What follows belongs to an exercise in optimizing a design on an open flow for small area; a production flow would make more cautious choices.
The RTL was checked by simulation tests, not by an equivalence proof against the original design. The flow treats the clock pin as an ideal source, which a real chip does not have.

==> job 343: inputs <==
Design system_top, start of the top module:
module system_top (
    input  wire               clk,
    input  wire               rst_n,
    input  wire signed [15:0] data_in,
    output wire signed [3:0]  sdm_out
);
Settings: LEC_CHECK=0, CAP_MARGIN=20, CORE_MARGIN=2, CORE_UTILIZATION=40, CTS_BUF_LIST=sky130_fd_sc_hd__clkbuf_16, CTS_CLUSTER_DIAMETER=120, CTS_CLUSTER_SIZE=28, GPL_TIMING_DRIVEN=0, PLACE_DENSITY=0.6, SLEW_MARGIN=20, SYNTH_HIERARCHICAL=1; clock period 20.0 ns.
run.sh (not shown) runs the stock make flow with config.mk's settings and CLKGATE_MAP_FILE= SYNTH_SCRIPT=/design/flow/synth_recipe.tcl, a recipe that flattens the netlist after the stock synthesis.
==> inputs of job 8050, as changes to job 343 <==
==> flow/flow/run.sh (new file) <==
#!/bin/bash
set -e
export CTS_ARGS="-sink_clustering_enable -repair_clock_nets -buf_list sky130_fd_sc_hd__clkbuf_16 -sink_clustering_size 34 -sink_clustering_max_diameter 100 -dont_use_dummy_load"
cp standard.sh standard_sh.log
bash standard.sh > standard.log 2>&1
==> flow/standard.sh (new file) <==
#!/bin/bash
# synth_recipe.tcl (not shown) runs the flow's synth.tcl, then flattens the netlist and writes it again
# the make line also repeats each setting of config.mk as NAME=value (left out here)
make -C /OpenROAD-flow-scripts/flow DESIGN_CONFIG=/design/flow/config.mk WORK_HOME=/design/flow/orfs CLKGATE_MAP_FILE= SYNTH_SCRIPT=/design/flow/synth_recipe.tcl "${@:-finish}"
CORE_UTILIZATION = 65   (was 40)
CTS_BUF_LIST = default   (was sky130_fd_sc_hd__clkbuf_16)
CTS_CLUSTER_DIAMETER = default   (was 120)
CTS_CLUSTER_SIZE = default   (was 28)
GPL_TIMING_DRIVEN = default   (was 0)
PLACE_DENSITY = 0.75   (was 0.6)
removed: flow/run.sh
==> inputs of job 6831, as changes to job 343 <==
GPL_TIMING_DRIVEN = default   (was 0)
==> summary of the runs <==
Non-clock buffer count: job 343 > job 6831 > job 8050.
In synthesized area, job 8050 and job 6831 do not differ.
The highest utilization belongs to job 8050, the lowest to job 6831.
Between job 8050 and job 6831, the lower hold slack is in job 8050 (gap 0.043 ns).
Between job 6831 and job 8050, the lower critical path depth is in job 6831 (gap 3).
Against job 343, the sequential share of layout area of job 8050 is higher by 1.4 points.
Global-route usage, highest first: job 8050, job 343, job 6831.
Final cell count: job 343 > job 6831 > job 8050.
==> figures <==
| item | job 8050 | job 6831 | job 343 |
|---|---|---|---|
| Result of the run | timing/DRC/antenna clean | timing/DRC/antenna clean | timing/DRC/antenna clean |
| Setup slack after placement | 1.08 ns | 1.50 ns | 0.475 ns |
| Post-route design area | 47000 µm² | 48000 µm² | 48200 µm² |
| Arrival time of data at the critical path endpoint | 19.64 ns | 18.98 ns | 19.84 ns |
| Met2 wire len | 39100 µm | 35700 µm | 37800 µm |
| Final worst path period need | 19.12 ns | 18.44 ns | 19.27 ns |
| Detailed-placement wirelength estimate | 60500 µm | 57400 µm | 60100 µm |
| Routing usage on met1 | 0.378 | 0.216 | 0.223 |
| Levels on crit path | 51 | 48 | 51 |
| Met1 layer wirelength in the final routing | 37300 µm | 37500 µm | 38600 µm |
| Layout-to-synthesis area ratio | 1.060x | 1.084x | 1.089x |
| Nonclk buf count | 69 | 70 | 104 |
| Multi-input gate share of the layout cell area | 0.411 | 0.401 | 0.401 |
| Cell with the largest stage delay on the worst path | sky130_fd_sc_hd__dfrtp_1 | sky130_fd_sc_hd__or3b_1 | sky130_fd_sc_hd__o22ai_1 |
| Total Nets Final | 3714 | 3719 | 3754 |
| Maximum number of pins on one net before global-route repair | 87 | 89 | 95 |
| Count of placed standard cells including taps | 3827 | 4444 | 4478 |
| Routed wire per std cell | 22.1 µm | 17.8 µm | 18.2 µm |
| Initial Utilization | 0.658 | 0.402 | 0.402 |

[static timing again, ports no longer ideal]
The results above use ideal ports. As a check the final layouts listed here were re-extracted and re-timed, cells and wires unchanged.
Step 1, drivers: a clkbuf_16 drives clk and a buf_2 each remaining input, both assumed.
Step 2 also shifts input and output timing later by t, the mid clock arrival at the registers, as if the neighbouring blocks saw the same clock.
Slacks: no drivers / after step 1 / after step 2; pairs: no drivers / after step 1.
run | t, ns | setup WS [ns] | hold WS [ns] | worst setup path at the end
job 343 | 0.723 | 0.728 / 0.728 / 0.728 | 0.272 / 0.272 / 0.272 | register to register
job 8050 | 0.638 | 0.879 / 0.879 / 0.879 | 0.246 / 0.246 / 0.246 | register to register
job 6831 | 0.717 | 1.560 / 1.560 / 1.560 | 0.289 / 0.289 / 0.289 | register to register
After both steps setup and hold are still met in every run listed.
